Context: an optimization exercise on an open-source flow, tuned for small area. The choices shown serve that exercise and are no tape-out recipe. Function was checked by simulation only, so behaviour that the tests miss may differ from the original. No driver is modelled on the clock port, so clocking that relies on it looks cheaper here than on a real chip. Power and IR drop assume default switching activity.

### config.mk
export PLATFORM = sky130hd
export DESIGN_NAME = SDRAM_arbit
export DESIGN_NICKNAME = SDRAM_arbit
export VERILOG_FILES = /design/flow/design.v
export SDC_FILE = /design/flow/constraint.sdc
export NUM_CORES = 4
export LEC_CHECK = 0
export CAP_MARGIN = 20
export CORE_MARGIN = 2
export CORE_UTILIZATION = 40
export CTS_BUF_LIST = sky130_fd_sc_hd__clkbuf_8
export SLEW_MARGIN = 20
### constraint.sdc
create_clock -name core_clock -period 10.0 [get_ports {sysclk_100M}]
set_input_delay 2.0000 -clock core_clock [delete_from_list [all_inputs] [get_ports {sysclk_100M}]]
set_output_delay 2.0000 -clock core_clock [all_outputs]
set_load 0.01 [all_outputs]
### design.v
module SDRAM_arbit(
    input                   sysclk_100M         ,
    input                   rst_n               ,
    output                  CKE                 ,
    output                  cs_n                ,
    output  reg             ras_n               ,
    output  reg             cas_n               ,
    output  reg             we_n                ,
    output          [12:0]  addr                ,
    output          [ 1:0]  ba                  ,
    output          [ 1:0]  dqm                 ,
    output          [15:0]  dq_o                ,
    output                  dq_oe               ,
    input           [15:0]  dq_i                ,
    input                   write_trig          ,
    output                  write_data_vld      ,
    input           [15:0]  w_dq                ,
    input                   read_trig           ,
    output                  read_data_vld       ,
    output          [15:0]  r_dq                ,
    output                  write_end
);
localparam  P_INIT  = 4'b0000,
            P_ARBI  = 4'b0001,       
            P_ARBF  = 4'b0010,       
            P_ARBS  = 4'b0011,       
            P_REF0  = 4'b0100,       
            P_REF   = 4'b0101,
            P_S0    = 4'b1000,       
            P_S1    = 4'b1001,
            P_A0    = 4'b1010,       
            P_A1    = 4'b1011,
            P_X     = 4'b1100,       
            P_P0    = 4'b1110,       
            P_P1    = 4'b1111;
localparam  ROW_LAST = 1440 - 1;
localparam  INIT_FIRST  = 10'd41;
localparam  INIT_RELOAD = 10'd316;
localparam  REF_RELOAD  = 10'd780;
reg  [3:0]  ph;
reg         flag;            
reg  [3:0]  wc;              
reg  [9:0]  dcnt;            
reg         rr_d;            
reg         wstat, rstat;    
reg         wtd, rtd;        
reg         wt1, rt1;        
reg         wend_q, rend_q;  
reg  [5:0]  wcol;            
reg  [10:0] wrow;
reg         wbank;
reg  [5:0]  rcol;            
reg  [10:0] rrow;
reg         rbank;
assign CKE   = 1'b1;
assign cs_n  = 1'b0;
assign dqm   = 2'b00;
assign dq_o  = w_dq;
assign r_dq  = dq_i;
wire init    = (ph == P_INIT);
wire arbi    = (ph == P_ARBI);
wire arb     = ~ph[3] & ~ph[2] & ph[1];             
wire ref0    = (ph == P_REF0);
wire in_ref  = ~ph[3] & ph[2];
wire sess    = ph[3];
wire s_act   = ph[3] & ~ph[2] & ph[1];
wire s_xfer  = ph[3] & ph[2] & ~ph[1];
wire s_pre0  = (ph == P_P0);
wire s_pre1  = (ph == P_P1);
wire wr      = flag;
wire d_hi0   = (dcnt[9:1] == 9'd0);
wire d_zero  = d_hi0 & ~dcnt[0];
wire d_one   = d_hi0 & dcnt[0];
wire ref_req = d_zero & ~ref0;
wire rcol63  = (rcol == 6'd63);
wire wc0     = (wc == 4'd0);
wire w_b7    = s_xfer & wr & (wc[2:0] == 3'd7);     
wire w_rowend = w_b7 & (wcol == 6'd63);
wire w_lastrow = (wrow == ROW_LAST);
wire w_frame = w_rowend & w_lastrow;
wire wend_c  = (s_xfer & wr & (wc[2:0] == 3'd6) & (wcol[4:0] == 5'd31)) | (~(s_act & wr) & wend_q);
wire w_bank_c = wbank ^ w_frame;
wire rc11    = (wc == 4'd11);                       
wire rc9     = (wc == 4'd9);
wire r_rowend = rc11 & rcol63;
wire r_lastrow = (rrow == ROW_LAST);
wire r_frame = r_rowend & r_lastrow;
wire rend_c  = (rc9 & (rcol[4:0] == 5'd31)) | (~(s_act & ~wr) & rend_q);
wire r_bank_c = r_frame ? ~wbank : rbank;
wire both    = wstat & rstat & wend_q & rend_q;
wire g_rd    = both ? flag : (~(wstat & rend_q) & rstat & wend_q);
wire g_wr    = both ? ~flag : (wstat & rend_q);
wire x_last  = w_b7 | rc11;                         
wire x_stop  = x_last & (rr_d | (wr ? (wend_q | w_rowend) : rend_q));
reg  [3:0]  ph_nx;
always @(*) begin
    if (init)
        ph_nx = (d_one & rcol63) ? P_ARBI : P_INIT;
    else if (arbi)
        ph_nx = P_REF0;
    else if (arb)
        ph_nx = ref_req ? P_REF0 : (g_rd | g_wr) ? P_S0 : ph;
    else if (ref0)
        ph_nx = P_REF;
    else if (in_ref)
        ph_nx = (dcnt[2:0] == 3'b110) ? P_ARBF : P_REF;
    else if (s_xfer)
        ph_nx = x_stop ? P_P0 : P_X;
    else if (s_pre1)
        ph_nx = P_ARBS;
    else if (ph == P_A1)
        ph_nx = P_X;
    else
        ph_nx = ph + 4'd1;      
end
wire        flag_nx = (arb & ~ref_req & (g_rd | g_wr)) ? g_wr : flag;
wire [3:0]  wc_nx   = (s_xfer & ~x_last) ? wc + 4'd1 : 4'd0;
wire [5:0]  wcol_nx = w_b7 ? wcol + 6'd1 : wcol;
wire [9:0]  dcnt_nx = (ref0 | (init & d_zero)) ? (init ? INIT_RELOAD : REF_RELOAD) :
                      d_zero ? dcnt : dcnt - 10'd1;
always @(posedge sysclk_100M or negedge rst_n) begin
    if (!rst_n) begin
        ph     <= P_INIT;
        flag   <= 1'b0;
        wc     <= 4'd0;
        dcnt   <= INIT_FIRST + 10'd1;
        rr_d   <= 1'b0;
        wstat  <= 1'b0;
        rstat  <= 1'b0;
        wtd    <= 1'b0;
        rtd    <= 1'b0;
        wt1    <= 1'b0;
        rt1    <= 1'b0;
        wend_q <= 1'b0;
        rend_q <= 1'b1;
        wcol   <= 6'd0;
        wrow   <= 11'd0;
        wbank  <= 1'b0;
        rcol   <= 6'd0;
        rrow   <= 11'd0;
        rbank  <= 1'b0;
    end else begin
        ph     <= ph_nx;
        flag   <= flag_nx;
        wc     <= wc_nx;
        dcnt   <= dcnt_nx;
        rr_d   <= ref_req;
        wstat  <= (s_pre1 & wr)  ? ~wend_q : (wstat | wtd);
        rstat  <= (s_pre1 & ~wr) ? ~rend_q : (rstat | rtd);
        wt1    <= write_trig;
        rt1    <= read_trig;
        wtd    <= wt1;
        rtd    <= rt1;
        wend_q <= wend_c;
        rend_q <= rend_c;
        wcol   <= wcol_nx;
        if (w_rowend)
            wrow <= w_lastrow ? 11'd0 : wrow + 11'd1;
        wbank  <= w_bank_c;
        if (rc11 | (init & (d_zero | (d_one & rcol63))))
            rcol <= rcol + 6'd1;
        if (r_rowend)
            rrow <= r_lastrow ? 11'd0 : rrow + 11'd1;
        rbank  <= r_bank_c;
    end
end
wire nx_xfer = ph_nx[3] & ph_nx[2] & ~ph_nx[1];
wire nx_act  = ph_nx[3] & ~ph_nx[2] & ph_nx[1];
assign dq_oe          = ph_nx[3] & flag_nx;
assign write_data_vld = nx_xfer & flag_nx;
assign read_data_vld  = nx_xfer & ~flag_nx & (wc_nx[3] | wc_nx[2]);
assign write_end      = (nx_xfer & flag_nx & (wc_nx[2:0] == 3'd6) & (wcol_nx[4:0] == 5'd31)) |
                        (~(nx_act & flag_nx) & wend_c);
reg  [10:0] addr_c;
reg         ba_c;
always @(*) begin
    {ras_n, cas_n, we_n} = 3'b111;
    addr_c = 11'h400;
    ba_c   = 1'b0;
    if (init) begin
        if (rcol63 & (dcnt == 10'd10)) {ras_n, cas_n, we_n} = 3'b010;
        if (rcol63 & (dcnt == 10'd8))  {ras_n, cas_n, we_n} = 3'b001;
        if (rcol63 & d_one) begin
            {ras_n, cas_n, we_n} = 3'b000;
            addr_c = 11'h033;
        end
    end else if (arbi) begin
        addr_c = 11'h033;
    end else if (in_ref | (ph == P_ARBF)) begin
        if (in_ref & (dcnt[2:0] == 3'b100)) {ras_n, cas_n, we_n} = 3'b001;
        addr_c = 11'd0;
    end else begin
        if (ph == P_A0) {ras_n, cas_n, we_n} = 3'b011;
        if (s_xfer & wc0) {ras_n, cas_n, we_n} = {2'b10, ~wr};
        if (s_pre0) {ras_n, cas_n, we_n} = 3'b010;
        if (s_act)
            addr_c = wr ? wrow : rrow;
        else if (wr)
            addr_c = {s_pre0, 1'b0, wcol, wc[2:0]};
        else if (s_xfer)
            addr_c = {2'b00, rcol, 3'b000};
        ba_c = wr ? w_bank_c : r_bank_c;
    end
end
assign addr = {2'b00, addr_c};
assign ba   = {ba_c, 1'b0};
endmodule
### run.sh
#!/bin/bash
# synth_recipe.tcl (not shown) runs the flow's synth.tcl, then flattens the netlist and writes it again
# the make line also repeats each setting of config.mk as NAME=value (left out here)
make -C /OpenROAD-flow-scripts/flow DESIGN_CONFIG=/design/flow/config.mk WORK_HOME=/design/flow/orfs CLKGATE_MAP_FILE= SYNTH_SCRIPT=/design/flow/synth_recipe.tcl finish
==> qor.yml, run 1 <==
yosys:
  synth_cell_type_count: 66
  async_flop_share: 1.00
  synth_top_area_cell: "dfrtp_1"
  syn_area_per_cell_um2: 8.92
  yosysTopAreaCellShare: 0.347
  ys_seq_area_frac: 0.371
  synth_ff_type: "dfrtp_1"
  ys_top_cells_by_area: "dfrtp_1, buf_4, ha_1"
  synthCells: 485
  synth_area_um2: 4330
  ys_warn_count: 1
  ys_ff_latch: 64
  synth_edf_count: 0
drt:
  avgViaCountPerCell: 5.57
  antenna_left: 0
  drt_iter0_markers: 210
  first_pass_iters: 4
  drc: 0
  via_count: 3345
  wl_mm: 9.69
  wl_per_cell_um: 16.1
global_routing:
  globalRouteMet1Util: 0.253
  overflow: 0
  use_met3: 0.0398
  met2_usage: 0.257
  grt_pass1_vias: 3158
  grt_usage: 0.179
  antenna_found_initial: 0
  grt_max_degree: 65
  busiest_layer: "met2"
  grt_first_pass_wirelength_mm: 16.2
critical_path:
  rrSetupSlack_ns: 7.20
  regToRegEndpoint: "rcol[5]$_DFFE_PN0P_"
  crit_fanout: 28
  slowest_delay_ns: 0.86
  critPathKind: "reg -> out"
  crit_path_end: "ba[1]"
  crit_arrival_ns: 3.45
  cp-startpoint: "ph[3]$_DFF_PN0_"
  reg2reg_depth: 7
  cp-end-kind: "primary output"
  crit_chain: "nand3b_2 > or4_1 > nor2_2 > xnor2_1 > a211oi_1 > clkdlybuf4s50_1"
  r2r-start: "ph[1]$_DFF_PN0_"
  cpMaxStageDelayCell: "dfrtp_1"
  cp.required_ns: 8.00
  crit_path_start_kind: "flip-flop"
floorplanning:
  placementRows: 37
  coreArea_um2: 10400
  die_area_um2: 11700
  io_pins: 94
  start_util: 0.415
  fp.dieH_um: 108
  dieWidth_um: 108
sta:
  rsz0062_at_grt: "no"
  whs_ns: 0.350
  worstMarginPinSlew_ns: 0.831
  period_share: 0.545
  setup_violations: 0
  slew_headroom: 0.446
  hold_viol: 0
  worst_clock_skew_ns: 0.00774
  final_max_slew_viol_count: 0
  finalCriticalPeriod_ns: 5.45
  max_freq_ghz: 0.184
  finalSetupTns_ns: 0
power_and_ir_drop:
  vdd_ir_drop_max_mv: 0.0591
  p_sw_frac: 0.226
  power_density_nw_per_um2: 109
  p_sw_mw: 0.111
  finalPower_mw: 0.492
  power_frac_comb: 0.015
  clkPwrFrac: 0.457
  intPower_mw: 0.381
  seq_power_share: 0.528
  leakagePower_nw: 1.85
final_layout:
  final_layout_size_suffix_gt1_frac: 0.0882
  syn_to_final_growth_pct: 4.68
  final_nets: 514
  nFillCells: 1016
  diodes: 0
clock_network:
  clkSlewWorstSetupHoldPaths_ns: 0.07
  clkLatencyLatePin_ns: 0.35
  cts_buffers: 9
  cts-htree-levels: 3
  clock_path_buffers: 2
  numClockSinks: 64
  cts_resized: 0
  cts_setup_buffers: 0
  clock-root-buffer: "clkbuf_8"
  postCtsHoldBufs: 0
  tritoncts: "done"
place:
  hpwl_mm: 6.99
  gp_congestion: 0.898
  io_buffers: 22
run:
  maxCapViolations: 0
status:
  status: "complete, no violations"
worst_hold_path:
  hold_path.class: "reg -> reg"
[stage by stage]
step,setup WS [ns],util,area (um^2),cells
final,4.55,0.435,4530,601
after global placement,5.01,0.416,4330,585
after CTS,4.55,0.435,4530,601
after detailed placement,4.96,0.416,4330,585
after floorplan,5.82,-,4350,490
after global routing,4.26,0.435,4530,601
[cell type report]
cell class                 instances  area, um^2  area share
clock inverter                     6        58.8      0.0130
tap                              136         170      0.0376
multi-input combinational        343        2260       0.499
sequential                        64        1610       0.355
inverter                          18        67.6      0.0149
clock buffer                      10         138      0.0304
timing repair buffer              24         230      0.0508
[worst max-delay path: cells and delay by family, from the launching register on]
kind	cells	cell delay [ns]
AO/OA/AOI/OAI	1	0.25
AND/OR/NAND/NOR	3	1.28
flip-flops	1	0.86
XOR/XNOR	1	0.13
buffers and inverters	1	0.58
[placed cells by master (no fill, tap or decap), types with 3 or more instances in the layout]
cell type / n
a211oi_1: 7
a21o_1: 4
a21oi_1: 15
a221oi_1: 6
a31oi_1: 5
and3b_1: 3
clkbuf_8: 10
clkdlybuf4s50_1: 21
clkinv_2: 4
conb_1: 7
dfrtp_1: 60
dfstp_2: 4
ha_1: 18
inv_1: 18
mux2_2: 7
mux2i_1: 10
nand2_1: 43
nand2b_1: 4
nand3_1: 19
nand3b_1: 3
nand4_1: 9
nand4b_1: 4
nor2_1: 41
nor2b_1: 5
nor3_1: 19
nor4_1: 8
o21ai_0: 22
o22a_1: 3
o31ai_1: 3
o41ai_1: 4
or3_1: 3
or4_1: 6
xnor2_1: 18
xor2_1: 9
[cells by family (layout without fill, tap and decap cells)]
group | count (synthesis) | count (layout) | share of synthesized area
xor+xnor | 27 | 27 | 0.0546
mux | 17 | 17 | 0.0413
simple gates | 182 | 182 | 0.217
buf+inv | 83 | 58 | 0.111
compound gates | 92 | 92 | 0.151
flops | 64 | 64 | 0.371
fa+ha+maj | 18 | 18 | 0.0520
other cells | 2 | 7 | 0.00174
[per-layer routing]
metal / wire length, um / vias up
li1: - / 1628
met1: 4770 / 1582
met2: 4190 / 106
met3: 463 / 29
met4: 272 / 0
met5: 0 / -
[power groups by stage]
| stage | Combinational (mW) | Sequential (mW) | Clock, mW |
|---|---|---|---|
| 3_5_place_dp | 0.00776 | 0.265 | 0 |
| 3_3_place_gp | 0.00775 | 0.265 | 0 |
| 6_report | 0.00732 | 0.260 | 0.225 |
| 2_1_floorplan | 0.0164 | 0.265 | 0 |
| 5_1_grt | 0.00884 | 0.260 | 0.246 |
| 4_1_cts | 0.00780 | 0.260 | 0.231 |
[cell usage after synthesis (3+ instances only)]
master    number
nand4_1        9
nor4_1         8
nor2_1        41
a21oi_1       15
dfrtp_1       60
nor3_1        19
a31oi_1        5
nor2b_1        5
buf_4         42
o22a_1         3
mux2_2         7
nand3_1       19
or4_1          6
o31ai_1        3
ha_1          18
o41ai_1        4
nand3b_1       3
a221oi_1       6
a211oi_1       7
buf_1          3
nand4b_1       4
clkbuf_1      16
dfstp_2        4
and3b_1        3
nand2_1       43
buf_2          3
xor2_1         9
inv_1         18
o21ai_0       22
or3_1          3
a21o_1         4
mux2i_1       10
xnor2_1       18
nand2b_1       4
[how the worst min path moves through the flow]
stage	slack (ns)	cells after the start	startpoint	end
floorplan	0.33	0	rt1$_DFF_PN0_	rtd$_DFF_PN0_
global placement	0.33	0	wt1$_DFF_PN0_	wtd$_DFF_PN0_
detailed placement	0.34	0	wt1$_DFF_PN0_	wtd$_DFF_PN0_
CTS	0.35	0	wt1$_DFF_PN0_	wtd$_DFF_PN0_
global route	0.37	0	wt1$_DFF_PN0_	wtd$_DFF_PN0_
finish	0.35	0	wt1$_DFF_PN0_	wtd$_DFF_PN0_
[flip-flops by register name, indices dropped and copies added (netlist names)]
| name | count |
|---|---|
| flag | 1 |
| rend_q | 1 |
| wtd | 1 |
| rt1 | 1 |
| rcol | 6 |
| dcnt | 10 |
| ph | 4 |
| wstat | 1 |
| rstat | 1 |
| rrow | 11 |
| wc | 4 |
| rr_d | 1 |
| wt1 | 1 |
| wbank | 1 |
| rbank | 1 |
| wrow | 11 |
| rtd | 1 |
| wcol | 6 |
| wend_q | 1 |
==> run 2, diff against run 1 <==
==> flow/run.sh (new file) <==
#!/bin/bash
# Layout: the standard ORFS flow (standard.sh, standard synthesis unchanged) with two
# changes: the clock tree is built from clkbuf_8 without dummy loads, and the port buffers
# use the smallest buffer cell. Each tool's output stays in orfs/logs; standard.sh's own
# output goes to standard.log.
set -euo pipefail
cd "$(dirname "$0")/.."
export CTS_ARGS="-sink_clustering_enable -repair_clock_nets -buf_list sky130_fd_sc_hd__clkbuf_8 -dont_use_dummy_load -sink_clustering_size 64 -sink_clustering_max_diameter 400"
export BUFFER_PORTS_ARGS="-buffer_cell sky130_fd_sc_hd__buf_1"
bash standard.sh > standard.log 2>&1
==> standard.sh (new file) <==
#!/bin/bash
# synth_recipe.tcl (not shown) runs the flow's synth.tcl, then flattens the netlist and writes it again
# the make line also repeats each setting of config.mk as NAME=value (left out here)
make -C /OpenROAD-flow-scripts/flow DESIGN_CONFIG=/design/flow/config.mk WORK_HOME=/design/flow/orfs CLKGATE_MAP_FILE= SYNTH_SCRIPT=/design/flow/synth_recipe.tcl "${@:-finish}"
--- a/config.mk
+++ b/config.mk
@@ -8,5 +8,4 @@
 export CAP_MARGIN = 20
 export CORE_MARGIN = 2
 export CORE_UTILIZATION = 40
-export CTS_BUF_LIST = sky130_fd_sc_hd__clkbuf_8
 export SLEW_MARGIN = 20
removed: run.sh
==> run 2 against run 1 <==
Net effect: total power is 12% lower; worst hold slack better by 0.0054 ns; final area is 4.5% lower; via count is 1.5% higher; combinational power is 6.7% lower; setup slack better by 0.40 ns; cell count is 1.2% lower; register-to-register slack better by 0.13 ns; still clean; critical path type unchanged; fmax is 8.0% higher; non-clock buffer count stayed put.
==> qor.yml, run 2 <==
clock_network:
  clkLatencyLatePin_ns: 0.34  # was 0.35 ns
  numClockSinks: 64  # unchanged
  postCtsHoldBufs: 0  # unchanged
  cts_buffers: 9  # unchanged
  cts-htree-levels: 3  # unchanged
  clock-root-buffer: "clkbuf_8"  # unchanged
  cts_setup_buffers: 0  # unchanged
  clock_path_buffers: 2  # unchanged
  tritoncts: "done"  # unchanged
  clkSlewWorstSetupHoldPaths_ns: 0.06  # was 0.07 ns
  cts_resized: 0  # unchanged
sta:
  setup_violations: 0  # unchanged
  finalCriticalPeriod_ns: 5.04  # was 5.45 ns
  hold_viol: 0  # unchanged
  rsz0062_at_grt: "no"  # unchanged
  period_share: 0.504  # was 0.545
  worstMarginPinSlew_ns: 0.841  # was 0.831 ns
  max_freq_ghz: 0.198  # was 0.184 GHz
  final_max_slew_viol_count: 0  # unchanged
  finalSetupTns_ns: 0  # unchanged
  worst_clock_skew_ns: 0.0192  # was 0.00774 ns
  slew_headroom: 0.440  # was 0.446
  whs_ns: 0.355  # was 0.350 ns
global_routing:
  overflow: 0  # unchanged
  grt_max_degree: 65  # unchanged
  grt_first_pass_wirelength_mm: 16.5  # was 16.2 mm
  grt_pass1_vias: 3235  # was 3,158
  antenna_found_initial: 0  # unchanged
  grt_usage: 0.181  # was 0.179
drt:
  avgViaCountPerCell: 5.72  # was 5.57
  antenna_left: 0  # unchanged
  drc: 0  # unchanged
  drt_iter0_markers: 274  # was 210
  first_pass_iters: 5  # was 4
  wl_per_cell_um: 16.4  # was 16.1 um
  wl_mm: 9.77  # was 9.69 mm
  via_count: 3395  # was 3,345
final_layout:
  top_regs: "rrow x11, wrow x11, dcnt x10"  # unchanged
  layout_commonest_cell: "dfrtp_1"  # unchanged
  layout_common_cells: "dfrtp_1, nand2_1, nor2_1"  # unchanged
  diodes: 0  # unchanged
  final_layout_size_suffix_gt1_frac: 0.0742  # was 0.0882
  syn_to_final_growth_pct: -0.0289  # was 4.68%
  final_util: 0.415  # was 0.435
  fin_cells: 594  # was 601
  final_nets: 514  # unchanged
yosys:
  synth.most_common_cell: "dfrtp_1"  # unchanged
  synth_top_area_cell: "dfrtp_1"  # unchanged
  ys_warn_count: 1  # unchanged
  synth_cell_type_count: 66  # unchanged
  ys_top_cells_by_area: "dfrtp_1, buf_4, ha_1"  # unchanged
  ys_seq_area_frac: 0.371  # unchanged
  synth_commonest_cells: "dfrtp_1, nand2_1, buf_4"  # unchanged
  async_flop_share: 1.00  # unchanged
  synth_ff_type: "dfrtp_1"  # unchanged
  synth_area_um2: 4330  # unchanged
  synth_edf_count: 0  # unchanged
  ys_ff_latch: 64  # unchanged
  synthCells: 485  # unchanged
  yosysTopAreaCellShare: 0.347  # unchanged
  syn_area_per_cell_um2: 8.92  # unchanged
power_and_ir_drop:
  power_density_nw_per_um2: 100  # was 109 nW/um^2
  finalPower_mw: 0.434  # was 0.492 mW
  leakagePower_nw: 1.76  # was 1.85 nW
  vdd_ir_drop_max_mv: 0.0515  # was 0.0591 mV
critical_path:
  cp.required_ns: 8.00  # about the same
  reg2reg_depth: 7  # unchanged
  crit_chain: "nand3b_2 > or4_1 > nor2_2 > xnor2_1 > a211oi_1 > buf_1"  # was nand3b_2 > or4_1 > nor2_2 > xnor2_1 > a211oi_1 > clkdlybuf4s50_1
  worst-path-stages: 6  # unchanged
  crit_arrival_ns: 3.04  # was 3.45 ns
  cp-startpoint: "ph[3]$_DFF_PN0_"  # unchanged
  cp-end-kind: "primary output"  # unchanged
  crit_path_end: "ba[1]"  # unchanged
  cpMaxStageDelayCell: "dfrtp_1"  # unchanged
  critPathBufInv: 1  # unchanged
  slowest_delay_ns: 0.87  # was 0.86 ns
  regToRegEndpoint: "rcol[5]$_DFFE_PN0P_"  # unchanged
  rrSetupSlack_ns: 7.33  # was 7.20 ns
  r2r-start: "ph[1]$_DFF_PN0_"  # unchanged
  critPathKind: "reg -> out"  # unchanged
  crit_fanout: 28  # unchanged
  crit_path_start_kind: "flip-flop"  # unchanged
  worst_path_dominant_cell_family: "simple AND/OR/NAND/NOR gates"  # unchanged
status:
  status: "complete, no violations"  # unchanged
place:
  io_buffers: 22  # unchanged
  placed_cells: 585  # unchanged
  gp_congestion: 0.848  # was 0.898
  hpwl_mm: 7.08  # was 6.99 mm
floorplanning:
  placementRows: 37  # unchanged
  die_area_um2: 11700  # unchanged
  dieWidth_um: 108  # unchanged
  io_pins: 94  # unchanged
  coreArea_um2: 10400  # unchanged
  start_util: 0.415  # unchanged
  fp.dieH_um: 108  # unchanged
worst_hold_path:
  hold_path.class: "reg -> reg"  # unchanged
run:
  maxCapViolations: 0  # unchanged
==> run 2: power by group <==
part | internal, mW | total, mW | switching, mW
Sequential | 0.260 | 0.260 | 0.000309
Combinational | 0.000559 | 0.00683 | 0.00627
Clock | 0.0801 | 0.167 | 0.0870
==> run 2: kinds of logic after synthesis <==
kind of cell	Yosys count	synth area share
muxes	17	0.0413
buffers and inverters	83	0.111
xor gates and xnor gates	27	0.0546
adders and majority gates	18	0.0520
DFF	64	0.371
and+or+nand+nor	182	0.217
other	2	0.00174
AOI/OAI and AO/OA	92	0.151
==> run 2: area by class of cell <==
cell class	instances	area, um^2
fillers	1057	6090
multi-input cells	343	2260
flip-flops and latches	64	1610
well taps	136	170
clock buffers	9	124
repair buffers	24	98.8
inverters	18	67.6
==> run 2: worst reg2reg max path: stages, from the launching register on <==
cell,delay [ns]
dfrtp_1,0.55
inv_1,0.20
ha_1,0.26
or3b_2,0.58
nor3_1,0.30
a31oi_1,0.28
nor3_1,0.28
xor2_1,0.16
==> run 2: per-layer routing <==
layer,track usage,up-vias,share of wire
met3,0.0319,23,0.045
li1,-,1626,-
met2,0.276,104,0.45
met1,0.252,1642,0.48
met5,0,-,0
met4,0.0815,0,0.023
==> run 2: stage by stage <==
step           worst slack (ns)  instance area, um^2
2_1_floorplan              5.82                 4350
3_3_place_gp               5.42                 4200
3_5_place_dp               5.35                 4200
4_1_cts                    4.98                 4330
5_1_grt                    4.71                 4330
6_report                   4.96                 4330
==> run 2: how the worst min path moves through the flow <==
stage / start / endpoint / slack, ns / depth (start not counted)
6_report: wt1$_DFF_PN0_ / wtd$_DFF_PN0_ / 0.36 / 0
5_1_grt: rt1$_DFF_PN0_ / rtd$_DFF_PN0_ / 0.37 / 0
4_1_cts: wt1$_DFF_PN0_ / wtd$_DFF_PN0_ / 0.36 / 0
3_5_place_dp: wt1$_DFF_PN0_ / wtd$_DFF_PN0_ / 0.34 / 0
3_3_place_gp: wt1$_DFF_PN0_ / wtd$_DFF_PN0_ / 0.33 / 0
2_1_floorplan: rt1$_DFF_PN0_ / rtd$_DFF_PN0_ / 0.33 / 0
==> run 3, diff against run 2 <==
--- a/flow/run.sh
+++ b/flow/run.sh
@@ -5,6 +5,6 @@
 # output goes to standard.log.
 set -euo pipefail
 cd "$(dirname "$0")/.."
-export CTS_ARGS="-sink_clustering_enable -repair_clock_nets -buf_list sky130_fd_sc_hd__clkbuf_8 -dont_use_dummy_load -sink_clustering_size 64 -sink_clustering_max_diameter 400"
+export CTS_ARGS="-sink_clustering_enable -repair_clock_nets -buf_list sky130_fd_sc_hd__clkbuf_8 -dont_use_dummy_load"
 export BUFFER_PORTS_ARGS="-buffer_cell sky130_fd_sc_hd__buf_1"
 bash standard.sh > standard.log 2>&1
==> run 3 against run 2 <==
Net effect: still clean on timing, DRC and antenna; setup slack stayed put; synthesized cell count is the same; clock-buffer cell count unchanged; sequential power about the same; core utilization did not move; global-route usage unchanged.
==> qor.yml, run 3 <==
status:
  status: "complete, no violations"  # unchanged
clock_network:
  tritoncts: "done"  # unchanged
  cts_resized: 0  # unchanged
  postCtsHoldBufs: 0  # unchanged
  clock-root-buffer: "clkbuf_8"  # unchanged
  clkLatencyLatePin_ns: 0.34  # about the same
  clkSlewWorstSetupHoldPaths_ns: 0.06  # about the same
  cts_buffers: 9  # unchanged
  cts_setup_buffers: 0  # unchanged
  clock_path_buffers: 2  # unchanged
  numClockSinks: 64  # unchanged
  cts-htree-levels: 3  # unchanged
critical_path:
  crit_chain: "nand3b_2 > or4_1 > nor2_2 > xnor2_1 > a211oi_1 > buf_1"  # unchanged
  crit_arrival_ns: 3.04  # about the same
  cpMaxStageDelayCell: "dfrtp_1"  # unchanged
  regToRegEndpoint: "rcol[5]$_DFFE_PN0P_"  # unchanged
  cp-startpoint: "ph[3]$_DFF_PN0_"  # unchanged
  crit_path_end: "ba[1]"  # unchanged
  cp-end-kind: "primary output"  # unchanged
  rrSetupSlack_ns: 7.33  # about the same
  crit_path_start_kind: "flip-flop"  # unchanged
  reg2reg_depth: 7  # unchanged
  crit_fanout: 28  # unchanged
  cp.required_ns: 8.00  # about the same
  slowest_delay_ns: 0.87  # about the same
  critPathKind: "reg -> out"  # unchanged
  r2r-start: "ph[1]$_DFF_PN0_"  # unchanged
yosys:
  ys_seq_area_frac: 0.371  # unchanged
  synth_area_um2: 4330  # unchanged
  synth_top_area_cell: "dfrtp_1"  # unchanged
  synth.most_common_cell: "dfrtp_1"  # unchanged
  synth_cell_type_count: 66  # unchanged
  syn_area_per_cell_um2: 8.92  # unchanged
  synth_ff_type: "dfrtp_1"  # unchanged
  yosysTopAreaCellShare: 0.347  # unchanged
  ys_top_cells_by_area: "dfrtp_1, buf_4, ha_1"  # unchanged
  synthCells: 485  # unchanged
  synth_edf_count: 0  # unchanged
  synth_commonest_cells: "dfrtp_1, nand2_1, buf_4"  # unchanged
  async_flop_share: 1.00  # unchanged
  ys_warn_count: 1  # unchanged
  ys_ff_latch: 64  # unchanged
final_layout:
  final_nets: 514  # unchanged
  layout_commonest_cell: "dfrtp_1"  # unchanged
  syn_to_final_growth_pct: -0.0289  # unchanged
  layout_common_cells: "dfrtp_1, nand2_1, nor2_1"  # unchanged
  fin_cells: 594  # unchanged
  final_layout_size_suffix_gt1_frac: 0.0742  # unchanged
  diodes: 0  # unchanged
  top_regs: "rrow x11, wrow x11, dcnt x10"  # unchanged
sta:
  slew_headroom: 0.440  # unchanged
  max_freq_ghz: 0.198  # unchanged
  hold_viol: 0  # unchanged
  worst_clock_skew_ns: 0.0192  # unchanged
  setup_violations: 0  # unchanged
  final_max_slew_viol_count: 0  # unchanged
  period_share: 0.504  # unchanged
  rsz0062_at_grt: "no"  # unchanged
  finalSetupTns_ns: 0  # unchanged
  finalCriticalPeriod_ns: 5.04  # unchanged
  worstMarginPinSlew_ns: 0.841  # unchanged
  timing.final.ws_setup_ns: 4.96  # unchanged
global_routing:
  overflow: 0  # unchanged
  grt_pass1_vias: 3235  # unchanged
  grt_first_pass_wirelength_mm: 16.5  # unchanged
  antenna_found_initial: 0  # unchanged
  grt_usage: 0.181  # unchanged
  grt_max_degree: 65  # unchanged
floorplanning:
  dieWidth_um: 108  # unchanged
  fp.dieH_um: 108  # unchanged
  start_util: 0.415  # unchanged
  io_pins: 94  # unchanged
  coreArea_um2: 10400  # unchanged
  placementRows: 37  # unchanged
  die_area_um2: 11700  # unchanged
drt:
  avgViaCountPerCell: 5.72  # unchanged
  drc: 0  # unchanged
  drt_iter0_markers: 274  # unchanged
  antenna_left: 0  # unchanged
  via_count: 3395  # unchanged
  wl_mm: 9.77  # unchanged
  first_pass_iters: 5  # unchanged
  wl_per_cell_um: 16.4  # unchanged
place:
  place_ws_ns: 5.35  # unchanged
  gp_congestion: 0.848  # unchanged
  placed_cells: 585  # unchanged
  io_buffers: 22  # unchanged
  hpwl_mm: 7.08  # unchanged
power_and_ir_drop:
  vdd_ir_drop_max_mv: 0.0515  # unchanged
  power_density_nw_per_um2: 100  # unchanged
  clkPwrFrac: 0.385  # about the same
  p_sw_frac: 0.216  # unchanged
  leakagePower_nw: 1.76  # unchanged
  intPower_mw: 0.340  # unchanged
  seq_power_share: 0.599  # about the same
  p_sw_mw: 0.0936  # unchanged
  power_frac_comb: 0.016  # about the same
  finalPower_mw: 0.434  # unchanged
run:
  maxCapViolations: 0  # unchanged
worst_hold_path:
  hold_path.class: "reg -> reg"  # unchanged
  holdPathStages: 0  # unchanged
==> run 3: cell counts after synthesis <==
Identical to the previous run, type by type.
==> run 3: worst min-delay path by stage <==
stage / to / startpoint / slack [ns]
3_3_place_gp: wtd$_DFF_PN0_ / wt1$_DFF_PN0_ / 0.33
5_1_grt: rtd$_DFF_PN0_ / rt1$_DFF_PN0_ / 0.37
3_5_place_dp: wtd$_DFF_PN0_ / wt1$_DFF_PN0_ / 0.34
6_report: wtd$_DFF_PN0_ / wt1$_DFF_PN0_ / 0.36
4_1_cts: wtd$_DFF_PN0_ / wt1$_DFF_PN0_ / 0.36
2_1_floorplan: rtd$_DFF_PN0_ / rt1$_DFF_PN0_ / 0.33
==> run 3: routing by layer <==
layer,part of all wire,GRT usage,wire length [um]
met1,0.48,0.252,4680
met2,0.45,0.276,4410
met3,0.045,0.0319,444
met4,0.023,0.0815,227
met5,0,0,0
==> run 3: through the flow <==
step | hold WS, ns | area [um^2] | utilization
6_report | 0.355 | 4330 | 0.415
5_1_grt | 0.370 | 4330 | 0.415
4_1_cts | 0.358 | 4330 | 0.415
3_5_place_dp | 0.343 | 4200 | 0.403
3_3_place_gp | 0.335 | 4200 | 0.403
2_1_floorplan | 0.331 | 4350 | -
==> run 3: power groups by stage <==
stage	combinational [mW]	sequential (mW)	clock [mW]
global route	0.00830	0.260	0.185
global placement	0.00720	0.265	0
floorplan	0.0164	0.265	0
detailed placement	0.00734	0.265	0
CTS	0.00734	0.260	0.173
finish	0.00683	0.260	0.167
==> run 3: cell families (layout without fill, tap and decap cells) <==
kind of cell / after synthesis / count (layout) / synth area share
simple gates: 182 / 182 / 0.217
mux: 17 / 17 / 0.0413
flops: 64 / 64 / 0.371
compound gates: 92 / 92 / 0.151
xor+xnor: 27 / 27 / 0.0546
other cells: 2 / 7 / 0.00174
fa+ha+maj: 18 / 18 / 0.0520
buf+inv: 83 / 51 / 0.111
==> run 3: critical path: cells and delay by family (launching register included) <==
kind | cells | cell delay (ns)
compound gates | 1 | 0.24
buf+inv | 1 | 0.19
simple gates | 3 | 1.27
xor+xnor | 1 | 0.13
flops | 1 | 0.87
==> run 3: layout make-up <==
type,count,area (um^2)
fill,1057,6090
multi-input combinational,343,2260
sequential,64,1610
tap,136,170
clock buffer,9,124
timing repair buffer,24,98.8
inverter,18,67.6
==> run 4, diff against run 3 <==
--- a/design.v
+++ b/design.v
@@ -41,7 +41,6 @@
 reg         flag;            
 reg  [3:0]  wc;              
 reg  [9:0]  dcnt;            
-reg         rr_d;            
 reg         wstat, rstat;    
 reg         wtd, rtd;        
 reg         wt1, rt1;        
@@ -71,19 +70,20 @@
 wire d_hi0   = (dcnt[9:1] == 9'd0);
 wire d_zero  = d_hi0 & ~dcnt[0];
 wire d_one   = d_hi0 & dcnt[0];
-wire ref_req = d_zero & ~ref0;
+wire d_ones  = &dcnt;                
+wire ref_req = (d_zero | d_ones) & ~ref0;
 wire rcol63  = (rcol == 6'd63);
 wire wc0     = (wc == 4'd0);
 wire w_b7    = s_xfer & wr & (wc[2:0] == 3'd7);     
 wire w_rowend = w_b7 & (wcol == 6'd63);
-wire w_lastrow = (wrow == ROW_LAST);
+wire w_lastrow = ((wrow & ROW_LAST) == ROW_LAST);    
 wire w_frame = w_rowend & w_lastrow;
 wire wend_c  = (s_xfer & wr & (wc[2:0] == 3'd6) & (wcol[4:0] == 5'd31)) | (~(s_act & wr) & wend_q);
 wire w_bank_c = wbank ^ w_frame;
 wire rc11    = (wc == 4'd11);                       
 wire rc9     = (wc == 4'd9);
 wire r_rowend = rc11 & rcol63;
-wire r_lastrow = (rrow == ROW_LAST);
+wire r_lastrow = ((rrow & ROW_LAST) == ROW_LAST);
 wire r_frame = r_rowend & r_lastrow;
 wire rend_c  = (rc9 & (rcol[4:0] == 5'd31)) | (~(s_act & ~wr) & rend_q);
 wire r_bank_c = r_frame ? ~wbank : rbank;
@@ -91,7 +91,7 @@
 wire g_rd    = both ? flag : (~(wstat & rend_q) & rstat & wend_q);
 wire g_wr    = both ? ~flag : (wstat & rend_q);
 wire x_last  = w_b7 | rc11;                         
-wire x_stop  = x_last & (rr_d | (wr ? (wend_q | w_rowend) : rend_q));
+wire x_stop  = x_last & (d_ones | (wr ? (wend_q | w_rowend) : rend_q));
 reg  [3:0]  ph_nx;
 always @(*) begin
     if (init)
@@ -108,8 +108,6 @@
         ph_nx = x_stop ? P_P0 : P_X;
     else if (s_pre1)
         ph_nx = P_ARBS;
-    else if (ph == P_A1)
-        ph_nx = P_X;
     else
         ph_nx = ph + 4'd1;      
 end
@@ -117,14 +115,13 @@
 wire [3:0]  wc_nx   = (s_xfer & ~x_last) ? wc + 4'd1 : 4'd0;
 wire [5:0]  wcol_nx = w_b7 ? wcol + 6'd1 : wcol;
 wire [9:0]  dcnt_nx = (ref0 | (init & d_zero)) ? (init ? INIT_RELOAD : REF_RELOAD) :
-                      d_zero ? dcnt : dcnt - 10'd1;
+                      d_ones ? dcnt : dcnt - 10'd1;
 always @(posedge sysclk_100M or negedge rst_n) begin
     if (!rst_n) begin
         ph     <= P_INIT;
         flag   <= 1'b0;
         wc     <= 4'd0;
         dcnt   <= INIT_FIRST + 10'd1;
-        rr_d   <= 1'b0;
         wstat  <= 1'b0;
         rstat  <= 1'b0;
         wtd    <= 1'b0;
@@ -144,7 +141,6 @@
         flag   <= flag_nx;
         wc     <= wc_nx;
         dcnt   <= dcnt_nx;
-        rr_d   <= ref_req;
         wstat  <= (s_pre1 & wr)  ? ~wend_q : (wstat | wtd);
         rstat  <= (s_pre1 & ~wr) ? ~rend_q : (rstat | rtd);
         wt1    <= write_trig;
==> run 4 against run 3 <==
Net effect: still clean; via count shrank 1.2%; cell count is 0.51% higher; worst hold slack better by 0.00098 ns; clock power barely moved; core utilization decreased by 0.14 points; non-clock buffer count unchanged; sequential share of layout area down 0.13 points; final area is 1.2% lower; critical path type unchanged; largest cell class unchanged.
==> qor.yml, run 4 <==
clock_network:
  clock-root-buffer: "clkbuf_8"  # unchanged
  clkSlewWorstSetupHoldPaths_ns: 0.08  # was 0.06 ns
  cts-htree-levels: 3  # unchanged
  tritoncts: "done"  # unchanged
  cts_resized: 0  # unchanged
  postCtsHoldBufs: 0  # unchanged
  cts_setup_buffers: 0  # unchanged
  clock_path_buffers: 2  # unchanged
  numClockSinks: 63  # was 64
  cts_buffers: 9  # unchanged
  clkLatencyLatePin_ns: 0.35  # was 0.34 ns
worst_hold_path:
  hold_end: "wtd$_DFF_PN0_"  # unchanged
  hold_path.class: "reg -> reg"  # unchanged
  holdPathStages: 0  # unchanged
  worstHoldStart: "wt1$_DFF_PN0_"  # unchanged
critical_path:
  slowest_delay_ns: 0.93  # was 0.87 ns
  rrSetupSlack_ns: 7.35  # was 7.33 ns
  critPathKind: "reg -> out"  # unchanged
  critPathBufInv: 1  # unchanged
  crit_chain: "and4b_1 > nand4_2 > nor3_2 > xor2_1 > mux2i_1 > nor2_1 > buf_1"  # was nand3b_2 > or4_1 > nor2_2 > xnor2_1 > a211oi_1 > buf_1
  cp-end-kind: "primary output"  # unchanged
  crit_arrival_ns: 3.02  # was 3.04 ns
  cp.required_ns: 8.00  # about the same
  cpMaxStageDelayCell: "dfrtp_1"  # unchanged
  worst_path_dominant_cell_family: "simple AND/OR/NAND/NOR gates"  # unchanged
  reg2reg_depth: 6  # was 7
  crit_fanout: 29  # was 28
  regToRegEndpoint: "wrow[9]$_DFFE_PN0P_"  # was rcol[5]$_DFFE_PN0P_
  crit_path_start_kind: "flip-flop"  # unchanged
  r2r-start: "ph[2]$_DFF_PN0_"  # was ph[1]$_DFF_PN0_
yosys:
  yosysTopAreaCellShare: 0.348  # was 0.347
  synth_top_area_cell: "dfrtp_1"  # unchanged
  synth_ff_type: "dfrtp_1"  # unchanged
  synth_edf_count: 0  # unchanged
  ys_ff_latch: 63  # was 64
  async_flop_share: 1.00  # unchanged
  ys_top_cells_by_area: "dfrtp_1, buf_4, ha_1"  # unchanged
  ys_seq_area_frac: 0.373  # was 0.371
  synth_area_um2: 4240  # was 4330 um^2
  synth_commonest_cells: "nand2_1, dfrtp_1, nor2_1"  # was dfrtp_1, nand2_1, buf_4
  synth_cell_type_count: 66  # unchanged
  ys_warn_count: 1  # unchanged
  synthCells: 482  # was 485
  syn_area_per_cell_um2: 8.79  # was 8.92 um^2
  synth.most_common_cell: "nand2_1"  # was dfrtp_1
global_routing:
  grt_usage: 0.175  # was 0.181
  overflow: 0  # unchanged
  grt_first_pass_wirelength_mm: 15.8  # was 16.5 mm
  antenna_found_initial: 0  # unchanged
  grt_max_degree: 64  # was 65
  grt_pass1_vias: 3150  # was 3,235
power_and_ir_drop:
  leakagePower_nw: 1.73  # was 1.76 nW
  vdd_ir_drop_max_mv: 0.0514  # was 0.0515 mV
  intPower_mw: 0.336  # was 0.340 mW
  clkPwrFrac: 0.389  # was 0.385
  power_frac_comb: 0.016  # about the same
  p_sw_frac: 0.217  # was 0.216
  p_sw_mw: 0.0935  # was 0.0936 mW
  seq_power_share: 0.596  # was 0.599
  power_density_nw_per_um2: 101  # was 100 nW/um^2
floorplanning:
  start_util: 0.410  # was 0.415
  fp.dieH_um: 107  # was 108 um
  coreArea_um2: 10300  # was 10,400 um^2
  placementRows: 37  # unchanged
  io_pins: 94  # unchanged
  dieWidth_um: 107  # was 108 um
  die_area_um2: 11400  # was 11,700 um^2
sta:
  finalSetupTns_ns: 0  # unchanged
  max_freq_ghz: 0.199  # was 0.198 GHz
  rsz0062_at_grt: "no"  # unchanged
  worst_clock_skew_ns: 0.0296  # was 0.0192 ns
  setup_violations: 0  # unchanged
  hold_viol: 0  # unchanged
  worstMarginPinSlew_ns: 0.888  # was 0.841 ns
  whs_ns: 0.356  # was 0.355 ns
  period_share: 0.502  # was 0.504
  finalCriticalPeriod_ns: 5.02  # was 5.04 ns
  slew_headroom: 0.408  # was 0.440
  final_max_slew_viol_count: 0  # unchanged
drt:
  drc: 0  # unchanged
  antenna_left: 0  # unchanged
  wl_mm: 9.57  # was 9.77 mm
  first_pass_iters: 5  # unchanged
  wl_per_cell_um: 16.0  # was 16.4 um
  drt_iter0_markers: 219  # was 274
  via_count: 3353  # was 3,395
  avgViaCountPerCell: 5.62  # was 5.72
final_layout:
  layout_common_cells: "nand2_1, dfrtp_1, nor2_1"  # was dfrtp_1, nand2_1, nor2_1
  final_nets: 518  # was 514
  final_util: 0.414  # was 0.415
  layout_commonest_cell: "nand2_1"  # was dfrtp_1
  diodes: 0  # unchanged
  final_layout_size_suffix_gt1_frac: 0.0781  # was 0.0742
  syn_to_final_growth_pct: 0.886  # was -0.0289%
  top_regs: "rrow x11, wrow x11, dcnt x10"  # unchanged
status:
  status: "complete, no violations"  # unchanged
place:
  io_buffers: 22  # unchanged
  gp_congestion: 0.856  # was 0.848
  hpwl_mm: 6.98  # was 7.08 mm
run:
  maxCapViolations: 0  # unchanged
-- run 4: cell type report --
cell class	instances	area (um^2)
fill	1030	6050
multi-input combinational	355	2260
sequential	63	1580
tap	136	170
clock buffer	9	124
timing repair buffer	24	98.8
inverter	10	37.5
-- run 4: worst max-delay path by stage --
stage	startpoint	endpoint	slack (ns)	cells after the start
after floorplan	wc[0]$_DFF_PN0_	write_data_vld	5.85	8
after global placement	ph[2]$_DFF_PN0_	ba[1]	5.46	7
after detailed placement	ph[2]$_DFF_PN0_	ba[1]	5.41	7
after CTS	ph[2]$_DFF_PN0_	ba[1]	5.00	7
after global routing	ph[2]$_DFF_PN0_	ba[1]	4.71	7
final	ph[2]$_DFF_PN0_	ba[1]	4.98	7
-- run 4: power groups by stage --
stage	registers (mW)	logic, mW	clock network [mW]
finish	0.256	0.00672	0.167
global route	0.256	0.00819	0.185
CTS	0.256	0.00723	0.176
detailed placement	0.261	0.00725	0
global placement	0.261	0.00706	0
floorplan	0.261	0.0164	0
-- run 4: logic make-up (layout without fill, tap and decap cells) --
group / Yosys count / after routing / synth area share
buf+inv: 69 / 43 / 0.0972
compound gates: 91 / 91 / 0.138
fa+ha+maj: 19 / 19 / 0.0561
xor+xnor: 27 / 27 / 0.0558
other cells: 2 / 7 / 0.00177
flops: 63 / 63 / 0.373
simple gates: 196 / 196 / 0.241
mux: 15 / 15 / 0.0369
-- run 4: per-layer routing --
metal / vias to the layer above / global-route usage / part of all wire / wire length, um
met4: 0 / 0.0455 / 0.014 / 135
met2: 115 / 0.267 / 0.45 / 4310
li1: 1615 / - / - / -
met5: - / 0 / 0 / 0
met3: 18 / 0.0480 / 0.069 / 663
met1: 1605 / 0.244 / 0.47 / 4460
-- run 4: stage by stage --
stage	cell area, um^2	power (mW)	cells	setup slack, ns
floorplan	4260	0.277	487	5.85
global placement	4150	0.268	588	5.46
detailed placement	4150	0.268	588	5.41
CTS	4270	0.439	597	5.00
global route	4270	0.449	597	4.71
finish	4270	0.430	597	4.98
==> run 5, diff against run 4 <==
==> flow/run.sh (replaced) <==
#!/bin/bash
# Layout: the standard ORFS flow (standard.sh, standard synthesis unchanged) with two
# changes: the clock tree is built by flow/clock_tree.tcl (the clock port drives four
# clkbuf_16, one per quadrant of the flip-flops) in place of TritonCTS's H-tree, and the
# port buffers use the smallest buffer cell. Each tool's output stays in orfs/logs;
# standard.sh's own output goes to standard.log.
set -euo pipefail
cd "$(dirname "$0")/.."
export PRE_CTS_TCL="$PWD/flow/clock_tree.tcl"
export CTS_ARGS="-sink_clustering_enable -repair_clock_nets -buf_list sky130_fd_sc_hd__clkbuf_8 -dont_use_dummy_load"
export BUFFER_PORTS_ARGS="-buffer_cell sky130_fd_sc_hd__buf_1"
bash standard.sh > standard.log 2>&1
==> flow/clock_tree.tcl (new file) <==
# Clock tree built by hand: the clock port drives four clock buffers directly, each
# placed at the centre of one group of flip-flops (the flip-flops split at the median
# x, then each half at the median y) and driving that group's clock pins. TritonCTS
# then skips these nets; detailed placement legalizes the buffers.
set db [ord::get_db]
set block [ord::get_db_block]
set clk_net [$block findNet sysclk_100M]
set master [$db findMaster sky130_fd_sc_hd__clkbuf_16]
set items {}
foreach it [$clk_net getITerms] {
  if {![$it isInputSignal]} { continue }
  set loc [[$it getInst] getLocation]
  lappend items [list [lindex $loc 0] [lindex $loc 1] $it]
}
proc split_half {lst idx} {
  set s [lsort -integer -index $idx $lst]
  set h [expr {[llength $s] / 2}]
  return [list [lrange $s 0 [expr {$h - 1}]] [lrange $s $h end]]
}
set groups {}
foreach half [split_half $items 0] {
  foreach q [split_half $half 1] { lappend groups $q }
}
set skip [list sysclk_100M]
set i 0
foreach g $groups {
  set sx 0; set sy 0
  foreach it $g { set sx [expr {$sx + [lindex $it 0]}]; set sy [expr {$sy + [lindex $it 1]}] }
  set n [llength $g]
  set buf [odb::dbInst_create $block $master "clkq_buf_$i"]
  set net [odb::dbNet_create $block "clkq_net_$i"]
  $net setSigType CLOCK
  [$buf findITerm A] connect $clk_net
  [$buf findITerm X] connect $net
  foreach it $g {
    set iterm [lindex $it 2]
    $iterm disconnect
    $iterm connect $net
  }
  $buf setLocation [expr {$sx / $n}] [expr {$sy / $n}]
  $buf setPlacementStatus PLACED
  lappend skip "clkq_net_$i"
  incr i
}
global_connect
puts "hand-built clock tree: $i buffers of sky130_fd_sc_hd__clkbuf_16, nets $skip"
set_cts_config -skip_nets $skip
set_propagated_clock [all_clocks]
==> run 5 against run 4 <==
Net effect: largest cell class unchanged; core utilization is 0.23 points lower; largest power group unchanged; routed wire length is 0.73% lower; fmax is 4.9% higher.
==> qor.yml, run 5 <==
drt:
  drt_iter0_markers: 202  # was 219
  wl_mm: 9.50  # was 9.57 mm
  first_pass_iters: 5  # unchanged
  avgViaCountPerCell: 5.54  # was 5.62
  wl_per_cell_um: 16.0  # about the same
  antenna_left: 0  # unchanged
  drc: 0  # unchanged
  via_count: 3277  # was 3,353
global_routing:
  antenna_found_initial: 0  # unchanged
  grt_max_degree: 64  # unchanged
  grt_first_pass_wirelength_mm: 15.6  # was 15.8 mm
  grt_usage: 0.164  # was 0.175
  grt_pass1_vias: 3084  # was 3,150
  overflow: 0  # unchanged
floorplanning:
  placementRows: 37  # unchanged
  start_util: 0.410  # unchanged
  io_pins: 94  # unchanged
  fp.dieH_um: 107  # unchanged
  die_area_um2: 11400  # unchanged
  dieWidth_um: 107  # unchanged
  coreArea_um2: 10300  # unchanged
yosys:
  yosysTopAreaCellShare: 0.348  # unchanged
  ys_top_cells_by_area: "dfrtp_1, buf_4, ha_1"  # unchanged
  ys_seq_area_frac: 0.373  # unchanged
  ys_ff_latch: 63  # unchanged
  syn_area_per_cell_um2: 8.79  # unchanged
  synth_commonest_cells: "nand2_1, dfrtp_1, nor2_1"  # unchanged
  async_flop_share: 1.00  # unchanged
  synth_top_area_cell: "dfrtp_1"  # unchanged
  synth_area_um2: 4240  # unchanged
  ys_warn_count: 1  # unchanged
  synth_ff_type: "dfrtp_1"  # unchanged
  synth_edf_count: 0  # unchanged
  synth_cell_type_count: 66  # unchanged
  synth.most_common_cell: "nand2_1"  # unchanged
  synthCells: 482  # unchanged
critical_path:
  crit_arrival_ns: 2.79  # was 3.02 ns
  cp.required_ns: 8.00  # about the same
  crit_fanout: 29  # unchanged
  crit_path_start_kind: "flip-flop"  # unchanged
  cp-end-kind: "primary output"  # unchanged
  critPathKind: "reg -> out"  # unchanged
final_layout:
  nFillCells: 1027  # was 1,030
  final_layout_size_suffix_gt1_frac: 0.0680  # was 0.0781
  multi_input_area_um2: 2260  # unchanged
  syn_to_final_growth_pct: 0.325  # was 0.886%
  post-route-cell-area_um2: 4250  # was 4270 um^2
  seqCellArea_um2: 1580  # unchanged
  layout_commonest_cell: "nand2_1"  # unchanged
  final_nets: 513  # was 518
  diodes: 0  # unchanged
  layout_common_cells: "nand2_1, dfrtp_1, nor2_1"  # unchanged
  top_regs: "rrow x11, wrow x11, dcnt x10"  # unchanged
  fin_cells: 592  # was 597
sta:
  setup_violations: 0  # unchanged
  finalSetupTns_ns: 0  # unchanged
  worst_clock_skew_ns: 0.00950  # was 0.0296 ns
  max_freq_ghz: 0.209  # was 0.199 GHz
  hold_viol: 0  # unchanged
  slew_headroom: 0.419  # was 0.408
  finalCriticalPeriod_ns: 4.79  # was 5.02 ns
  final_max_slew_viol_count: 0  # unchanged
  period_share: 0.479  # was 0.502
  rsz0062_at_grt: "no"  # unchanged
  worstMarginPinSlew_ns: 0.872  # was 0.888 ns
clock_network:
  clkSlewWorstSetupHoldPaths_ns: 0.07  # was 0.08 ns
  clkLatencyLatePin_ns: 0.14  # was 0.35 ns
  postCtsHoldBufs: 0  # unchanged
  cts_resized: 0  # unchanged
  cts_setup_buffers: 0  # unchanged
place:
  post_dp_cell_area_um2: 4150  # unchanged
  hpwl_mm: 6.98  # unchanged
  gp_congestion: 0.856  # unchanged
  placed_cells: 588  # unchanged
  io_buffers: 22  # unchanged
power_and_ir_drop:
  power_density_nw_per_um2: 94.4  # was 101 nW/um^2
  vdd_ir_drop_max_mv: 0.0699  # was 0.0514 mV
  leakagePower_nw: 1.72  # was 1.73 nW
status:
  status: "complete, no violations"  # unchanged
worst_hold_path:
  hold_path.class: "reg -> reg"  # unchanged
run:
  maxCapViolations: 0  # unchanged
-- run 5: cell types whose count changed in the layout (fill, tap and decap cells not counted) --
cell       before  now
clkbuf_8        9    0
clkbuf_16       0    4
-- run 5: routing by layer --
metal	GRT usage	wire, um	vias up
met5	0	0	-
met4	0.0186	98	0
met3	0.0201	546	12
met2	0.267	4310	88
met1	0.242	4540	1581
li1	-	-	1596
-- run 5: stage by stage --
stage	util	worst slack (ns)	total power, mW	hold WS (ns)
6_report	0.412	5.21	0.401	0.352
5_1_grt	0.412	4.95	0.417	0.362
4_1_cts	0.412	5.24	0.406	0.357
3_5_place_dp	0.402	5.41	0.268	0.341
3_3_place_gp	0.402	5.46	0.268	0.334
2_1_floorplan	-	5.85	0.277	0.331
-- run 5: power by group --
group          internal (mW)  switching (mW)  leakage (nW)
registers              0.255        0.000190         0.833
clock network         0.0721          0.0668        0.0493
logic               0.000561         0.00616         0.835
-- run 5: logic make-up (layout without fill, tap and decap cells) --
kind of cell / Yosys count / in the layout / synth area share
multiplexers: 15 / 15 / 0.0369
XOR/XNOR: 27 / 27 / 0.0558
AO/OA/AOI/OAI: 91 / 91 / 0.138
other: 2 / 7 / 0.00177
flip-flops: 63 / 63 / 0.373
buffers and inverters: 69 / 38 / 0.0972
adder cells (fa/ha/maj): 19 / 19 / 0.0561
AND/OR/NAND/NOR: 196 / 196 / 0.241
-- run 5: critical path, cell delays in order (launching register included) --
cell,delay [ns]
dfrtp_1,0.91
and4b_1,0.42
nand4_2,0.25
nor3_2,0.49
xor2_1,0.22
mux2i_1,0.10
nor2_1,0.10
buf_1,0.16
-- run 5: worst paths after layout --
check                           cells after the start                  end            start  slack [ns]
worst min-delay path                                0        wtd$_DFF_PN0_    wt1$_DFF_PN0_        0.35
max in group asynchronous                           2  rrow[1]$_DFFE_PN0P_            rst_n        7.44
min in group asynchronous                           2  dcnt[8]$_DFFE_PN0P_            rst_n        2.03
worst max register to register                      6  wrow[9]$_DFFE_PN0P_  ph[2]$_DFF_PN0_        7.39
worst min register to register                      0        wtd$_DFF_PN0_    wt1$_DFF_PN0_        0.35
worst max-delay path                                7                ba[1]  ph[2]$_DFF_PN0_        5.21
-- run 5: layout make-up --
class | instances | area share
Timing Repair Buffer | 24 | 0.0233
Multi-Input combinational cell | 355 | 0.532
Tap cell | 136 | 0.0400
Sequential cell | 63 | 0.372
Inverter | 10 | 0.00883
Buffer | 4 | 0.0236
==> run 6, diff against run 5 <==
--- a/design.v
+++ b/design.v
@@ -113,7 +113,7 @@
 end
 wire        flag_nx = (arb & ~ref_req & (g_rd | g_wr)) ? g_wr : flag;
 wire [3:0]  wc_nx   = (s_xfer & ~x_last) ? wc + 4'd1 : 4'd0;
-wire [5:0]  wcol_nx = w_b7 ? wcol + 6'd1 : wcol;
+wire [5:0]  wcol_nx = wcol + {5'd0, w_b7};
 wire [9:0]  dcnt_nx = (ref0 | (init & d_zero)) ? (init ? INIT_RELOAD : REF_RELOAD) :
                       d_ones ? dcnt : dcnt - 10'd1;
 always @(posedge sysclk_100M or negedge rst_n) begin
@@ -153,8 +153,7 @@
         if (w_rowend)
             wrow <= w_lastrow ? 11'd0 : wrow + 11'd1;
         wbank  <= w_bank_c;
-        if (rc11 | (init & (d_zero | (d_one & rcol63))))
-            rcol <= rcol + 6'd1;
+        rcol   <= rcol + {5'd0, rc11 | (init & (d_zero | (d_one & rcol63)))};
         if (r_rowend)
             rrow <= r_lastrow ? 11'd0 : rrow + 11'd1;
         rbank  <= r_bank_c;
--- a/config.mk
+++ b/config.mk
@@ -7,5 +7,5 @@
 export LEC_CHECK = 0
 export CAP_MARGIN = 20
 export CORE_MARGIN = 2
-export CORE_UTILIZATION = 40
+export CORE_UTILIZATION = 65
 export SLEW_MARGIN = 20
==> run 6 against run 5 <==
Net effect: still clean on timing, DRC and antenna; sequential power hardly changed; global-route usage is 9.9 points higher; register-to-register slack worse by 0.10 ns; critical path type unchanged; highest routed layer unchanged.
==> qor.yml, run 6 <==
status:
  status: "complete, no violations"  # unchanged
yosys:
  synth_cell_type_count: 57  # was 66
  synth_area_um2: 4150  # was 4240 um^2
  syn_area_per_cell_um2: 8.66  # was 8.79 um^2
  yosysTopAreaCellShare: 0.356  # was 0.348
  async_flop_share: 1.00  # unchanged
  synth_top_area_cell: "dfrtp_1"  # unchanged
  ys_ff_latch: 63  # unchanged
  ys_warn_count: 1  # unchanged
  synth_ff_type: "dfrtp_1"  # unchanged
  synthCells: 479  # was 482
  synth_edf_count: 0  # unchanged
  ys_seq_area_frac: 0.381  # was 0.373
  ys_top_cells_by_area: "dfrtp_1, buf_4, ha_1"  # unchanged
  synth_commonest_cells: "dfrtp_1, nand2_1, buf_4"  # was nand2_1, dfrtp_1, nor2_1
critical_path:
  critPathKind: "reg -> out"  # unchanged
  crit_chain: "inv_1 > ha_1 > o21ai_1 > a21oi_1 > a21o_1 > o21ai_0 > o2bb2ai_1 > buf_1"  # was and4b_1 > nand4_2 > nor3_2 > xor2_1 > mux2i_1 > nor2_1 > buf_1
  crit_arrival_ns: 2.65  # was 2.79 ns
  slowest_delay_ns: 0.63  # was 0.91 ns
  crit_fanout: 16  # was 29
  crit_path_start_kind: "flip-flop"  # unchanged
  cpMaxStageDelayCell: "o21ai_1"  # was dfrtp_1
  cp.required_ns: 8.00  # about the same
  cp-end-kind: "primary output"  # unchanged
  critPathBufInv: 2  # was 1
  cp-startpoint: "ph[1]$_DFF_PN0_"  # was ph[2]$_DFF_PN0_
  worst_path_dominant_cell_family: "compound AO/OA/AOI/OAI gates"  # was simple AND/OR/NAND/NOR gates
  r2r-start: "dcnt[6]$_DFFE_PN0P_"  # was ph[2]$_DFF_PN0_
final_layout:
  final_util: 0.650  # was 0.412
  syn_to_final_growth_pct: -1.66  # was 0.325%
  diodes: 0  # unchanged
  final_layout_size_suffix_gt1_frac: 0.0465  # was 0.0680
  layout_common_cells: "nand2_1, dfrtp_1, nor2_1"  # unchanged
  post-route-cell-area_um2: 4080  # was 4250 um^2
  top_regs: "rrow x11, wrow x11, dcnt x10"  # unchanged
  final_nets: 509  # was 513
sta:
  finalSetupTns_ns: 0  # unchanged
  final_max_slew_viol_count: 0  # unchanged
  slew_headroom: 0.461  # was 0.419
  worst_clock_skew_ns: 0.00864  # was 0.00950 ns
  setup_violations: 0  # unchanged
  rsz0062_at_grt: "no"  # unchanged
  whs_ns: 0.354  # was 0.352 ns
  hold_viol: 0  # unchanged
  period_share: 0.465  # was 0.479
  finalCriticalPeriod_ns: 4.65  # was 4.79 ns
  worstMarginPinSlew_ns: 0.808  # was 0.872 ns
  max_freq_ghz: 0.215  # was 0.209 GHz
floorplanning:
  die_area_um2: 7040  # was 11,400 um^2
  fp.dieH_um: 83.9  # was 107 um
  placementRows: 29  # was 37
  io_pins: 94  # unchanged
  start_util: 0.661  # was 0.410
  coreArea_um2: 6280  # was 10,300 um^2
  dieWidth_um: 83.9  # was 107 um
global_routing:
  met2_usage: 0.431  # was 0.267
  overflow: 0  # unchanged
  use_met3: 0.0356  # was 0.0201
  grt_max_degree: 64  # unchanged
  grt_first_pass_wirelength_mm: 15.5  # was 15.6 mm
  antenna_found_initial: 0  # unchanged
  grt_pass1_vias: 3130  # was 3,084
  busiest_layer: "met2"  # unchanged
  globalRouteMet1Util: 0.381  # was 0.242
  grt_usage: 0.263  # was 0.164
place:
  post_dp_cell_area_um2: 3980  # was 4150 um^2
  io_buffers: 22  # unchanged
  hpwl_mm: 6.86  # was 6.98 mm
  gp_congestion: 0.900  # was 0.856
power_and_ir_drop:
  leakagePower_nw: 1.67  # was 1.72 nW
  vdd_ir_drop_max_mv: 0.125  # was 0.0699 mV
  power_density_nw_per_um2: 98.2  # was 94.4 nW/um^2
drt:
  antenna_left: 0  # unchanged
  wl_mm: 9.34  # was 9.50 mm
  wl_per_cell_um: 17.7  # was 16.0 um
  via_count: 3355  # was 3,277
  first_pass_iters: 5  # unchanged
  drc: 0  # unchanged
  avgViaCountPerCell: 6.34  # was 5.54
  drt_iter0_markers: 212  # was 202
clock_network:
  cts_setup_buffers: 0  # unchanged
  cts_resized: 0  # unchanged
  clkSlewWorstSetupHoldPaths_ns: 0.07  # about the same
  clkLatencyLatePin_ns: 0.14  # about the same
  postCtsHoldBufs: 0  # unchanged
worst_hold_path:
  worstHoldStart: "wt1$_DFF_PN0_"  # unchanged
  hold_path.class: "reg -> reg"  # unchanged
run:
  maxCapViolations: 0  # unchanged
run 6: path summary, 6_finish.rpt:
| check | depth (start not counted) | slack (ns) | to |
|---|---|---|---|
| min in group asynchronous | 2 | 2.03 | dcnt[2]$_DFFE_PN0P_ |
| min | 0 | 0.35 | wtd$_DFF_PN0_ |
| max | 8 | 5.35 | write_end |
| max reg2reg | 8 | 7.29 | rcol[4]$_DFF_PN0_ |
| max in group asynchronous | 2 | 7.44 | wcol[5]$_DFF_PN0_ |
| min reg2reg | 0 | 0.35 | wtd$_DFF_PN0_ |
run 6: worst reg2reg max path: cells and delay by family (launching register included):
family	cells	cell delay, ns
and+or+nand+nor	4	1.37
adders and majority gates	2	0.44
xor gates and xnor gates	1	0.14
DFF	1	0.43
AOI/OAI and AO/OA	1	0.22
run 6: through the flow:
step / setup slack (ns) / total power, mW / std cells
detailed placement: 5.54 / 0.268 / 525
CTS: 5.39 / 0.404 / 529
floorplan: 5.77 / 0.277 / 484
global placement: 5.63 / 0.268 / 525
global route: 5.10 / 0.412 / 529
finish: 5.35 / 0.401 / 529
run 6: area by class of cell:
class                   count  area (um^2)
flip-flops and latches     63         1580
inverters                  13         48.8
plain buffers               4          100
repair buffers             24         98.8
multi-input cells         348         2150
fillers                   557         2200
well taps                  77         96.3
run 6: routing by layer:
layer | wire (um) | share of wire | vias up
met5 | 0 | 0 | -
met4 | 162 | 0.017 | 0
met3 | 588 | 0.063 | 19
met2 | 4340 | 0.46 | 118
met1 | 4250 | 0.45 | 1608
li1 | - | - | 1610
run 6: where the power goes:
group	switching, mW	internal (mW)
combinational	0.00616	0.000561
sequential	0.000259	0.256
clock	0.0661	0.0721
run 6: cell families after synthesis:
family | after synthesis | share of synthesized area
other | 2 | 0.00181
AND/OR/NAND/NOR | 191 | 0.232
XOR/XNOR | 21 | 0.0443
AO/OA/AOI/OAI | 103 | 0.162
buffers and inverters | 73 | 0.104
flip-flops | 63 | 0.381
multiplexers | 7 | 0.0169
adder cells (fa/ha/maj) | 19 | 0.0573

-- static timing again, ports no longer ideal --
The results above use ideal ports. As a check the final layouts listed here were re-extracted and re-timed, cells and wires unchanged.
Step 1, drivers: a clkbuf_16 drives sysclk_100M and a buf_2 each remaining input, both assumed.
Step 2, shift: input delay + t, output delay - t, t = (earliest + latest rising clock arrival at the registers) / 2. This alone moves slack from input paths to output paths.
Three values: no drivers, after step 1, after step 2; two values: the first two.
run | t, ns | setup slack, ns | worst register clock-pin slew, ns
run 1 | 0.379 | 4.553 / 4.520 / 4.899 | 0.08 / 0.08
run 2 | 0.366 | 4.956 / 4.921 / 5.288 | 0.07 / 0.07
run 3 | 0.366 | 4.956 / 4.921 / 5.288 | 0.07 / 0.07
run 4 | 0.363 | 4.976 / 4.945 / 5.308 | 0.08 / 0.08
run 5 | 0.220 | 5.210 / 5.127 / 5.347 | 0.08 / 0.08
run 6 | 0.214 | 5.351 / 5.274 / 5.488 | 0.08 / 0.08
After both steps every run listed still meets setup and hold.
